Source: an optimization exercise on an open RTL-to-GDS flow (aim: small area). Production flows keep margins and buffers that such runs may drop. At most, simulation tests tie the RTL to the original design; equivalence was not proved. Power is estimated from default activity; no workload was simulated. The clock port is modelled as an ideal driver; clocking choices that lean on that would not hold on a real chip.

Setup of main:
## morph_open
module morph_open #(
    parameter IMG_H = 83
)
(
    input clk,
    input mask,
    input de_in,
    input h_sync_in,
    input v_sync_in,
    output de_out,
    output h_sync_out,
    output v_sync_out,
    output [23:0] open_out
);
For scale: about 2000 cells after synthesis, about 1900 flip-flops, ~32 I/O pins, roughly 38000 sq um of cells after synthesis.
==> module morph_open, before the edit <==
module morph_open #(
    parameter IMG_H = 83
)
(
    input clk,
    input mask,
    input de_in,
    input h_sync_in,
    input v_sync_in,
    output de_out,
    output h_sync_out,
    output v_sync_out,
    output [23:0] open_out
);
localparam integer LSYNC = 4 * IMG_H + 9;                      
localparam integer LM    = 4 * IMG_H + 6;                       
localparam integer LDE   = 6 * IMG_H + 11;                      
reg [LDE-1:0]   s_de;
reg [LSYNC:0]   s_hs;
reg [LSYNC:0]   s_vs;
reg [LM-1:0]    s_m;
reg             e_r;
reg [LM-1:0]    s_e;
reg             d_r;
wire [24:0] ewin_de, ewin_m, dwin_e, dwin_de;
genvar gr, gc;
generate
    for (gr = 0; gr < 5; gr = gr + 1) begin : g_r
        for (gc = 0; gc < 5; gc = gc + 1) begin : g_c
            assign ewin_de[5*gr+gc] = s_de[1 + gc + IMG_H * gr];
            assign ewin_m[5*gr+gc]  = s_m[1 + gc + IMG_H * gr];
            assign dwin_e[5*gr+gc]  = s_e[1 + gc + IMG_H * gr];
            assign dwin_de[5*gr+gc] = s_de[172 + gc + IMG_H * gr];
        end
    end
endgenerate
wire [4:0] r_any, r_two;
generate
    for (gr = 0; gr < 5; gr = gr + 1) begin : g_row
        wire [4:0] z = ~ewin_m[5*gr +: 5];
        assign r_any[gr] = |z;
        assign r_two[gr] = (z[0] & (z[1] | z[2] | z[3] | z[4])) | (z[1] & (z[2] | z[3] | z[4])) | (z[2] & (z[3] | z[4])) | (z[3] & z[4]);
    end
endgenerate
wire two_rows = (r_any[0] & (r_any[1] | r_any[2] | r_any[3] | r_any[4])) | (r_any[1] & (r_any[2] | r_any[3] | r_any[4])) | (r_any[2] & (r_any[3] | r_any[4])) | (r_any[3] & r_any[4]);
wire ev = &ewin_de;
wire z2 = (|r_two) | two_rows;
wire dv = &dwin_de;
wire dor = |dwin_e;
always @(posedge clk) begin
    s_de <= {s_de[LDE-2:0], de_in};
    s_hs <= {s_hs[LSYNC-1:0], h_sync_in};
    s_vs <= {s_vs[LSYNC-1:0], v_sync_in};
    s_m  <= {s_m[LM-2:0], mask};
    e_r  <= ev & ~z2;
    s_e  <= {s_e[LM-2:0], e_r};
    d_r  <= dv & dor;
end
assign de_out     = s_de[LSYNC];
assign h_sync_out = s_hs[LSYNC];
assign v_sync_out = s_vs[LSYNC];
assign open_out   = {24{d_r}};
endmodule
clock: 5.0 ns
lec_check: 0
cap_margin: 20
core_margin: 2
core_utilization: 68
place_density: 0.72
slew_margin: 20
standard.sh (not shown) runs the stock make flow with config.mk's settings and CLKGATE_MAP_FILE= SYNTH_SCRIPT=/design/flow/synth_recipe.tcl, a recipe that flattens the netlist after the stock synthesis.
==> flow/flow/run.sh <==
#!/bin/bash
# The standard layout, with a leaner clock tree (no dummy loads, larger sink
# clusters, clkbuf_16 only) and the smallest buffer on each port.
set -euo pipefail
export CTS_ARGS="-sink_clustering_enable -repair_clock_nets -dont_use_dummy_load -sink_clustering_size 34 -sink_clustering_max_diameter 100 -buf_list {sky130_fd_sc_hd__buf_12 sky130_fd_sc_hd__clkbuf_16} -root_buf sky130_fd_sc_hd__clkbuf_16 -tree_buf sky130_fd_sc_hd__clkbuf_16 -sink_clustering_buffer sky130_fd_sc_hd__buf_12"
export BUFFER_PORTS_ARGS="-buffer_cell sky130_fd_sc_hd__buf_1"
bash standard.sh > standard.log 2>&1
The inputs of the feature branch differ from those of main as listed below.
diff --git a/flow/design.v b/flow/design.v
--- a/flow/design.v
+++ b/flow/design.v
@@ -32,23 +32,24 @@
             assign ewin_m[5*gr+gc]  = s_m[1 + gc + IMG_H * gr];
             assign dwin_e[5*gr+gc]  = s_e[1 + gc + IMG_H * gr];
             assign dwin_de[5*gr+gc] = s_de[172 + gc + IMG_H * gr];
         end
     end
 endgenerate
-wire [4:0] r_any, r_two;
+wire [4:0] r_any, c_any;
 generate
-    for (gr = 0; gr < 5; gr = gr + 1) begin : g_row
-        wire [4:0] z = ~ewin_m[5*gr +: 5];
-        assign r_any[gr] = |z;
-        assign r_two[gr] = (z[0] & (z[1] | z[2] | z[3] | z[4])) | (z[1] & (z[2] | z[3] | z[4])) | (z[2] & (z[3] | z[4])) | (z[3] & z[4]);
+    for (gr = 0; gr < 5; gr = gr + 1) begin : g_rc
+        assign r_any[gr] = ~&ewin_m[5*gr +: 5];
+        assign c_any[gr] = ~(ewin_m[gr] & ewin_m[gr+5] & ewin_m[gr+10] & ewin_m[gr+15] & ewin_m[gr+20]);
     end
 endgenerate
-wire two_rows = (r_any[0] & (r_any[1] | r_any[2] | r_any[3] | r_any[4])) | (r_any[1] & (r_any[2] | r_any[3] | r_any[4])) | (r_any[2] & (r_any[3] | r_any[4])) | (r_any[3] & r_any[4]);
+function amo5(input [4:0] a);
+    amo5 = ~((a[0] & (a[1] | a[2] | a[3] | a[4])) | (a[1] & (a[2] | a[3] | a[4])) | (a[2] & (a[3] | a[4])) | (a[3] & a[4]));
+endfunction
 wire ev = &ewin_de;
-wire z2 = (|r_two) | two_rows;
+wire z2 = ~(amo5(r_any) & amo5(c_any));
 wire dv = &dwin_de;
 wire dor = |dwin_e;
 always @(posedge clk) begin
     s_de <= {s_de[LDE-2:0], de_in};
     s_hs <= {s_hs[LSYNC-1:0], h_sync_in};
     s_vs <= {s_vs[LSYNC-1:0], v_sync_in};
Notes after the runs:
Of the feature branch and main, the run reporting the lower setup slack was the feature branch.
Sort the feature branch and main by fraction of the cycle the final worst path needs, ascending, and main comes first.
main -> the feature branch: static power due to leakage flat
The horizontal die dimension was comparable across the feature branch and main.
main → the feature branch: design area held steady; clock skew closely matched the old numbers; wire length dropped 1.1%; global routing met2 resource utilization dropped 0.25 points.
On post-route total power, the feature branch and main are neck and neck.
Summary of the feature branch over main: die area was more or less identical; total power divided by cell area was more or less identical; met1 routing resource usage after global routing was more or less identical.
Internal power summed over all cells delta (the feature branch -> main): insignificant
In the feature branch relative to main, average via count per standard cell had gone down slightly.
No functional check of the RTL was part of main.

[what the ideal ports hide]
No port has a modelled driver above. Below, the same layouts with a new extraction and two added sets of constraints.
Step 1 (the two cells are an assumption about what drives the block):
set clk [get_ports {clk}]
set_driving_cell -lib_cell sky130_fd_sc_hd__clkbuf_16 $clk
set_driving_cell -lib_cell sky130_fd_sc_hd__buf_2 [delete_from_list [all_inputs] $clk]
Step 2 also shifts input and output timing later by t, the mid clock arrival at the registers, as if the neighbouring blocks saw the same clock.
Slacks: no drivers / after step 1 / after step 2; pairs: no drivers / after step 1.
run	t (ns)	setup slack, ns	worst setup path after step 2
main	0.662	2.456 / 2.399 / 3.062	register to output
the feature branch	0.650	2.427 / 2.371 / 3.021	register to output
After both steps every run listed still meets setup and hold.
